This design comes from an exercise in tuning for small area on the open sky130 flow, not from production work.
In this exercise RTL edits were held to simulation tests only and were not proved equivalent to the original.
Power is estimated from default activity; no workload was simulated.

Setup of alpha:
==> flow/design.v (excerpt) <==
module modbus_rtu_master (
	input         clk,
	input         reset,
	input         RX,
	input  [15:0] data_300_1,
	input  [15:0] data_301_1,
	input  [15:0] data_302_1,
	input  [15:0] data_303_1,
	input  [15:0] data_304_1,
	input  [15:0] data_305_1,
	input  [15:0] data_306_1,
	input  [15:0] data_307_1,
	input  [15:0] data_308_1,
	input  [15:0] data_309_1,
	input  [15:0] data_300_2,
	input  [15:0] data_301_2,
	input  [15:0] data_302_2,
	input  [15:0] data_303_2,
	input  [15:0] data_304_2,
	input  [15:0] data_305_2,
	input  [15:0] data_306_2,
	input  [15:0] data_307_2,
	input  [15:0] data_308_2,
	input  [15:0] data_309_2,
	output [15:0] data_340_1,
	output [15:0] data_341_1,
	output [15:0] data_342_1,
	output [15:0] data_343_1,
	output [15:0] data_344_1,
	output [15:0] data_345_1,
	output [15:0] data_346_1,
	output [15:0] data_347_1,
	output [15:0] data_348_1,
	output [15:0] data_349_1,
	output [15:0] data_340_2,
	output [15:0] data_341_2,
	output [15:0] data_342_2,
	output [15:0] data_343_2,
	output [15:0] data_344_2,
	output [15:0] data_345_2,
	output [15:0] data_346_2,
	output [15:0] data_347_2,
	output [15:0] data_348_2,
	output [15:0] data_349_2,
	output        TX,
	output        DE,
	output        connection,
	output [15:0] error_code,
	output [15:0] error_cnt
);
==> flow/config.mk <==
export PLATFORM = sky130hd
export DESIGN_NAME = modbus_rtu_master
export DESIGN_NICKNAME = modbus_rtu_master
export VERILOG_FILES = /design/flow/design.v
export SDC_FILE = /design/flow/constraint.sdc
export NUM_CORES = 4
export LEC_CHECK = 0
export CAP_MARGIN = 20
export CORE_MARGIN = 2
export CORE_UTILIZATION = 50
export SLEW_MARGIN = 25
==> flow/constraint.sdc <==
create_clock -name core_clock -period 12.5 [get_ports {clk}]
set_input_delay 2.5000 -clock core_clock [delete_from_list [all_inputs] [get_ports {clk}]]
set_output_delay 2.5000 -clock core_clock [all_outputs]
set_load 0.01 [all_outputs]
standard.sh (not shown) runs the stock make flow with config.mk's settings and CLKGATE_MAP_FILE= SYNTH_SCRIPT=/design/flow/synth_recipe.tcl, a recipe that flattens the netlist after the stock synthesis.
==> flow/flow/run.sh <==
#!/bin/bash
set -euo pipefail
export BUFFER_PORTS_ARGS="-buffer_cell sky130_fd_sc_hd__buf_1"
export CTS_ARGS="-sink_clustering_enable -repair_clock_nets -dont_use_dummy_load -buf_list {sky130_fd_sc_hd__clkbuf_8} -sink_clustering_size 15 -sink_clustering_max_diameter 60"
bash standard.sh finish > standard_sh.log 2>&1
alpha finished end to end and its layout was clean on timing, DRC and antenna.
Input changes introduced in beta (baseline for comparison: alpha):
--- a/flow/design.v
+++ b/flow/design.v
@@ -89,13 +89,14 @@
 reg        DE_r;
 wire       urx_rst = reset | DE_r;
 reg  [3:0] urx_st;
 reg        urx_prev, urx_run, update_rx;
 reg  [7:0] rxb;
 reg  [15:0] crc;
-reg        crc_init, crc_pend;
+reg        crc_init, crc_act;
+reg  [2:0] crc_k;
 reg  [3:0] rs;
 reg  [7:0] adr_rx, n_data, data_hi;
 reg  [6:0] nod;
 reg  [2:0] ack_cnt;
 reg        lo_ok, crc_validate, reset_crc_rx, answer, rprev0, rprev1, sm, ss;
 reg  [15:0] error_code_r, error_cnt_r;
@@ -155,38 +156,44 @@
 wire reset_crc_tx = ts >= 5'd10 && ts <= 5'd13 || ts >= 5'd20;
 wire reset_eff = DE_r ? reset_crc_tx : reset_crc_rx;
 wire rx_edge   = update_rx && !rprev1;
 wire rx_ev     = rx_edge && !reset_crc_rx;
 wire utx_bit   = utx_st >= 4'd2 && utx_st <= 4'd9;
 wire tx_step   = DE_r && utx_bit && utx_cnt == 7'd0;
-wire rx_step   = crc_pend && urx_sample;
-wire do_step   = !reset_eff && (rx_step || tx_step);
+wire do_step   = !reset_eff && (crc_act || tx_step);
 reg  [7:0] cur_byte;
 wire [2:0] utx_idx = utx_st[2:0] - 3'd2;
 wire tx_bit    = cur_byte[utx_idx];
-wire sbit      = crc_pend ? rxb[0] : tx_bit;
+wire sbit      = crc_act ? rxb[0] : tx_bit;
 wire [15:0] cb = crc_init ? 16'hFFFF : crc;
 wire [15:0] cn = {1'b0, cb[15:1]} ^ ((cb[0] ^ sbit) ? 16'hA001 : 16'h0000);
 always @(posedge clk) begin
 	if (reset || reset_eff) begin
 		crc_init <= 1'b1;
-		crc_pend <= 1'b0;
+		crc_act  <= 1'b0;
 	end
 	else begin
-		if (rx_ev)
-			crc_pend <= 1'b1;
-		else if (rx_step && urx_st == 4'd9)
-			crc_pend <= 1'b0;
+		if (rx_ev) begin
+			crc_act <= 1'b1;
+			crc_k   <= 3'd0;
+		end
+		else if (crc_act) begin
+			crc_k <= crc_k + 3'd1;
+			if (crc_k == 3'd7) crc_act <= 1'b0;
+		end
 		if (do_step) crc_init <= 1'b0;
 	end
 end
 always @(posedge clk) begin
 	if (do_step) crc <= cn;
 end
 always @(posedge clk) begin
-	if (urx_sample) rxb <= {rx_f, rxb[7:1]};
+	if (urx_sample)
+		rxb <= {rx_f, rxb[7:1]};
+	else if (do_step && crc_act)
+		rxb <= {rxb[0], rxb[7:1]};
 end
 localparam [3:0] R_IDLE = 4'd0, ID_DEF = 4'd1, FUNC_DEF = 4'd2,
                  ERROR_0 = 4'd3, ERROR_1 = 4'd4, ERROR_2 = 4'd5, ACK = 4'd6,
                  READ_0 = 4'd7, READ_1 = 4'd8, READ_2 = 4'd9, READ_3 = 4'd10,
                  READ_4 = 4'd11, READ_5 = 4'd12;
 wire symb_clr   = rx_edge && rs >= FUNC_DEF && rs <= READ_4;
[summary]
There was hardly any difference in switching part of the total between beta and alpha.
Diff beta..alpha | total number of H-tree levels | unchanged
beta can be clocked slower than alpha.
[beta] wire length of the first global-routing pass fell 1.9% relative to alpha
Compared with alpha, in beta overall power consumption held steady, number of ordinary and repair buffers in the finished layout saw a decrease, clock period minus final worst setup slack +530 ps, maximum number of buffers from clock root to sink shows no meaningful change.

[re-timing with driven ports]
The results above use ideal ports. As a check the final layouts listed here were re-extracted and re-timed, cells and wires unchanged. Step 1 (the two cells are an assumption about what drives the block):
set clk [get_ports {clk}]
set_driving_cell -lib_cell sky130_fd_sc_hd__clkbuf_16 $clk
set_driving_cell -lib_cell sky130_fd_sc_hd__buf_2 [delete_from_list [all_inputs] $clk]
Step 2 adds t to the input delays and takes it off the output delays; t is the mean of the earliest and latest rising clock arrival at the registers after step 1. Input paths then give back, and output paths get back, about the clock's delay inside the block. Three values: ideal, step 1, step 2; two values: the first two.
run | t, ns | setup slack, ns | worst setup path after step 2 | pins driven straight from the clock port
alpha | 0.710 | 8.154 / 8.189 / 7.479 | input to register | 1
beta | 0.691 | 7.623 / 7.643 / 6.952 | input to register | 1
After both steps setup and hold are still met in every run listed. The setup slack of alpha, which loses most, moves by +0.035 ns with the drivers and by -0.675 ns with both steps.
